What follows belongs to an exercise in optimizing a design on an open flow for small area, a short achievable clock period and few clock cycles; a production flow would make more cautious choices.
At most, simulation tests tie the RTL to the original design; equivalence was not proved.

## the baseline
==> module Rotational_Cordic, before the edit <==
module Rotational_Cordic #(
	parameter INT_LENGTH        = 7,
	parameter FRAC_LENGTH       = 11,
	parameter NUM_OF_ITERATIONS = 11
) (
input  wire               CLK,
input  wire               RST,
input  wire               ENABLE,
input  wire signed [17:0] Xo,
input  wire signed [17:0] Yo,
input  wire signed [17:0] Zo,
output wire signed [17:0] XN,
output wire signed [17:0] YN,
output reg                Done
);
localparam signed [17:0] TWO_PI  = 18'h03243, M2PI  = 18'h3cdbc,
                         PI      = 18'h01921, MPI   = 18'h3e6df,
                         HPI     = 18'h00c90, MHPI  = 18'h3f36f,
                         T3PI2   = 18'h025b2, M3PI2 = 18'h3da4d;
reg signed [17:0] x, y;
reg signed [11:0] z;       
reg               neg, busy;
reg  [2:0]        pass;
wire hi  = Zo >  T3PI2;                
wire lo  = Zo <  M3PI2;                
wire qp  = Zo >= HPI  && Zo <= T3PI2;  
wire qn  = Zo >= M3PI2 && Zo <= MHPI;  
wire s0  = hi ? (Zo < TWO_PI) : lo ? (Zo <= M2PI) : qp ? (Zo < PI) : qn ? (Zo < MPI) : Zo[17];
reg signed [17:0] k1;
always @* begin
  case ({hi, lo, qp, qn})
    4'b1000: k1 = -TWO_PI;
    4'b0100: k1 =  TWO_PI;
    4'b0010: k1 = -PI;
    4'b0001: k1 =  PI;
    default: k1 = 18'sd0;
  endcase
  k1 = s0 ? k1 + 18'sd1608 : k1 - 18'sd1608;
end
reg signed [17:0] xa, ya, xb, yb;    
reg        [11:0] aa, ab;            
always @* begin
  case (pass)
    3'd0:    begin aa = 12'h3b5; ab = 12'h1f5; end
    3'd1:    begin aa = 12'h0fe; ab = 12'h07f; end
    3'd2:    begin aa = 12'h03f; ab = 12'h01f; end
    3'd3:    begin aa = 12'h00f; ab = 12'h007; end
    default: begin aa = 12'h003; ab = 12'h001; end
  endcase
end
always @* begin
  case (pass)
    3'd0:    begin xa = x >>> 1; ya = y >>> 1; end
    3'd1:    begin xa = x >>> 3; ya = y >>> 3; end
    3'd2:    begin xa = x >>> 5; ya = y >>> 5; end
    3'd3:    begin xa = x >>> 7; ya = y >>> 7; end
    default: begin xa = x >>> 9; ya = y >>> 9; end
  endcase
end
wire sa = z[11];
wire [18:0] xat = {x, 1'b1} + {ya ^ {18{~sa}}, ~sa};
wire [18:0] yat = {y, 1'b1} + {xa ^ {18{sa}},  sa};
wire [12:0] zat = {z, 1'b1} + {aa ^ {12{~sa}}, ~sa};
wire signed [17:0] x2 = xat[18:1], y2 = yat[18:1];
wire signed [11:0] z2 = zat[12:1];
wire signed [17:0] xi = busy ? x2 : Xo;
wire signed [17:0] yi = busy ? y2 : Yo;
always @* begin
  if (!busy) begin xb = xi; yb = yi; end
  else case (pass)
    3'd0:    begin xb = xi >>> 2; yb = yi >>> 2; end
    3'd1:    begin xb = xi >>> 4; yb = yi >>> 4; end
    3'd2:    begin xb = xi >>> 6; yb = yi >>> 6; end
    3'd3:    begin xb = xi >>> 8; yb = yi >>> 8; end
    default: begin xb = xi >>> 10; yb = yi >>> 10; end
  endcase
end
wire sb = busy ? z2[11] : s0;
wire [18:0] xbt = {xi, 1'b1} + {yb ^ {18{~sb}}, ~sb};
wire [18:0] ybt = {yi, 1'b1} + {xb ^ {18{sb}},  sb};
wire signed [17:0] abs = {6'd0, ab};
wire signed [17:0] za  = busy ? {{6{z2[11]}}, z2} : Zo;
wire signed [17:0] zk  = busy ? (sb ? abs : -abs) : k1;
wire signed [17:0] z3  = za + zk;
wire signed [11:0] z3s = (z3[17:11] == 7'h00 || z3[17:11] == 7'h7f) ? z3[11:0]
                                                                   : {z3[17], {11{~z3[17]}}};
always @(posedge CLK or negedge RST)
  if (!RST) begin
    busy <= 1'b0; Done <= 1'b0; pass <= 3'd0;
  end else begin
    Done <= busy && pass == 3'd4;
    if (ENABLE) begin
      busy <= 1'b1; pass <= 3'd0;
    end else begin
      if (pass == 3'd4) busy <= 1'b0;
      pass <= pass + 3'd1;
    end
  end
always @(posedge CLK) begin
  if (ENABLE) begin
    neg <= qp | qn;
  end
  x <= xbt[18:1]; y <= ybt[18:1]; z <= z3s;
end
wire [28:0] xq = {{11{x[17]^neg}}, x ^ {18{neg}}};
wire [28:0] yq = {{11{y[17]^neg}}, y ^ {18{neg}}};
wire [28:0] kc = neg ? 29'd3293 : 29'd3;
wire [28:0] P  = (xq << 10) + (xq << 8) + ~(xq << 5) + ~(xq << 2) + ~xq + kc;
wire [28:0] Q  = (yq << 10) + (yq << 8) + ~(yq << 5) + ~(yq << 2) + ~yq + kc;
assign XN = P[28:11];
assign YN = Q[28:11];
endmodule
clock: 8.0 ns
lec_check: 0
cap_margin: 20
core_margin: 2
core_utilization: 40
place_density: 0.6
slew_margin: 20
run.sh (not shown) runs the stock make flow with config.mk's settings and CLKGATE_MAP_FILE= SYNTH_SCRIPT=/design/flow/synth_recipe.tcl, a recipe that flattens the netlist after the stock synthesis.
Relative to the baseline, the following input files were edited for the candidate:
--- a/flow/design.v
+++ b/flow/design.v
@@ -35,10 +35,15 @@
     4'b0001: k1 =  PI;
     default: k1 = 18'sd0;
   endcase
   k1 = s0 ? k1 + 18'sd1608 : k1 - 18'sd1608;
 end
+wire signed [17:0] z1  = Zo + k1;
+wire signed [11:0] z1s = (z1[17:11] == 7'h00 || z1[17:11] == 7'h7f) ? z1[11:0]
+                                                                   : {z1[17], {11{~z1[17]}}};
+wire [18:0] x1t = {Xo, 1'b1} + {Yo ^ {18{~s0}}, ~s0};
+wire [18:0] y1t = {Yo, 1'b1} + {Xo ^ {18{s0}},  s0};
 reg signed [17:0] xa, ya, xb, yb;    
 reg        [11:0] aa, ab;            
 always @* begin
   case (pass)
     3'd0:    begin aa = 12'h3b5; ab = 12'h1f5; end
@@ -61,31 +66,23 @@
 wire [18:0] xat = {x, 1'b1} + {ya ^ {18{~sa}}, ~sa};
 wire [18:0] yat = {y, 1'b1} + {xa ^ {18{sa}},  sa};
 wire [12:0] zat = {z, 1'b1} + {aa ^ {12{~sa}}, ~sa};
 wire signed [17:0] x2 = xat[18:1], y2 = yat[18:1];
 wire signed [11:0] z2 = zat[12:1];
-wire signed [17:0] xi = busy ? x2 : Xo;
-wire signed [17:0] yi = busy ? y2 : Yo;
 always @* begin
-  if (!busy) begin xb = xi; yb = yi; end
-  else case (pass)
-    3'd0:    begin xb = xi >>> 2; yb = yi >>> 2; end
-    3'd1:    begin xb = xi >>> 4; yb = yi >>> 4; end
-    3'd2:    begin xb = xi >>> 6; yb = yi >>> 6; end
-    3'd3:    begin xb = xi >>> 8; yb = yi >>> 8; end
-    default: begin xb = xi >>> 10; yb = yi >>> 10; end
+  case (pass)
+    3'd0:    begin xb = x2 >>> 2; yb = y2 >>> 2; end
+    3'd1:    begin xb = x2 >>> 4; yb = y2 >>> 4; end
+    3'd2:    begin xb = x2 >>> 6; yb = y2 >>> 6; end
+    3'd3:    begin xb = x2 >>> 8; yb = y2 >>> 8; end
+    default: begin xb = x2 >>> 10; yb = y2 >>> 10; end
   endcase
 end
-wire sb = busy ? z2[11] : s0;
-wire [18:0] xbt = {xi, 1'b1} + {yb ^ {18{~sb}}, ~sb};
-wire [18:0] ybt = {yi, 1'b1} + {xb ^ {18{sb}},  sb};
-wire signed [17:0] abs = {6'd0, ab};
-wire signed [17:0] za  = busy ? {{6{z2[11]}}, z2} : Zo;
-wire signed [17:0] zk  = busy ? (sb ? abs : -abs) : k1;
-wire signed [17:0] z3  = za + zk;
-wire signed [11:0] z3s = (z3[17:11] == 7'h00 || z3[17:11] == 7'h7f) ? z3[11:0]
-                                                                   : {z3[17], {11{~z3[17]}}};
+wire sb = z2[11];
+wire [18:0] xbt = {x2, 1'b1} + {yb ^ {18{~sb}}, ~sb};
+wire [18:0] ybt = {y2, 1'b1} + {xb ^ {18{sb}},  sb};
+wire [12:0] zbt = {z2, 1'b1} + {ab ^ {12{~sb}}, ~sb};
 always @(posedge CLK or negedge RST)
   if (!RST) begin
     busy <= 1'b0; Done <= 1'b0; pass <= 3'd0;
   end else begin
     Done <= busy && pass == 3'd4;
@@ -94,16 +91,17 @@
     end else begin
       if (pass == 3'd4) busy <= 1'b0;
       pass <= pass + 3'd1;
     end
   end
-always @(posedge CLK) begin
+always @(posedge CLK)
   if (ENABLE) begin
+    x <= x1t[18:1]; y <= y1t[18:1]; z <= z1s;
     neg <= qp | qn;
+  end else begin
+    x <= xbt[18:1]; y <= ybt[18:1]; z <= zbt[12:1];
   end
-  x <= xbt[18:1]; y <= ybt[18:1]; z <= z3s;
-end
 wire [28:0] xq = {{11{x[17]^neg}}, x ^ {18{neg}}};
 wire [28:0] yq = {{11{y[17]^neg}}, y ^ {18{neg}}};
 wire [28:0] kc = neg ? 29'd3293 : 29'd3;
 wire [28:0] P  = (xq << 10) + (xq << 8) + ~(xq << 5) + ~(xq << 2) + ~xq + kc;
 wire [28:0] Q  = (yq << 10) + (yq << 8) + ~(yq << 5) + ~(yq << 2) + ~yq + kc;
Notes after the runs:
The candidate finished every step from synthesis to the final layout, and the layout passed the timing, DRC and antenna checks. Row synthesis-to-finish area growth: the candidate lower / the baseline higher. The candidate -> the baseline: adder-cell share of the synthesized area flat. Going from the baseline to the candidate, number of placement rows grows by 5.6%. Post-layout instance area: lower on the baseline. For the met2 routed wirelength, the candidate came in about 1.1% lower than the baseline did. | final estimated routing congestion in global placement | the candidate vs the baseline | about 0.3% higher |. Of the candidate and the baseline, the run reporting the lower wire length was the baseline. Relative to the baseline, starting utilization of the core area increased by 0.22 points in the candidate. First-pass GRT wire length was higher in the candidate than in the baseline.
Testbench counts of the candidate, summed over its fixed seeds: cycles 9,600.
For the baseline, only the layout was checked, not whether the RTL still works.

-- afterwards: timing with drivers on the ports --
In the flow no input, the clock included, has a driving cell. The finished layouts below were timed again as built, in two steps. Step 1 (the two cells are an assumption about what drives the block):
set clk [get_ports {CLK}]
set_driving_cell -lib_cell sky130_fd_sc_hd__clkbuf_16 $clk
set_driving_cell -lib_cell sky130_fd_sc_hd__buf_2 [delete_from_list [all_inputs] $clk]
Step 2 adds t to the input delays and takes it off the output delays; t is the mean of the earliest and latest rising clock arrival at the registers after step 1. Input paths then give back, and output paths get back, about the clock's delay inside the block. Slacks: ideal ports / drivers / drivers and shift; pairs: ideal ports / drivers.
| run | t (ns) | slack for setup (ns) | hold slack, ns | worst setup path after step 2 | slew at the worst register clock pin (ns) |
|---|---|---|---|---|---|
| the baseline | 0.354 | 0.350 / 0.306 / 0.018 | 0.502 / 0.502 / 0.502 | input to register | 0.08 / 0.08 |
| the candidate | 0.359 | 0.420 / 0.372 / 0.382 | 0.478 / 0.478 / 0.478 | input to register | 0.08 / 0.08 |
After both steps every run listed still meets setup and hold. For the baseline, which loses most, drivers alone change the setup slack by -0.044 ns; drivers and shift together by -0.332 ns.
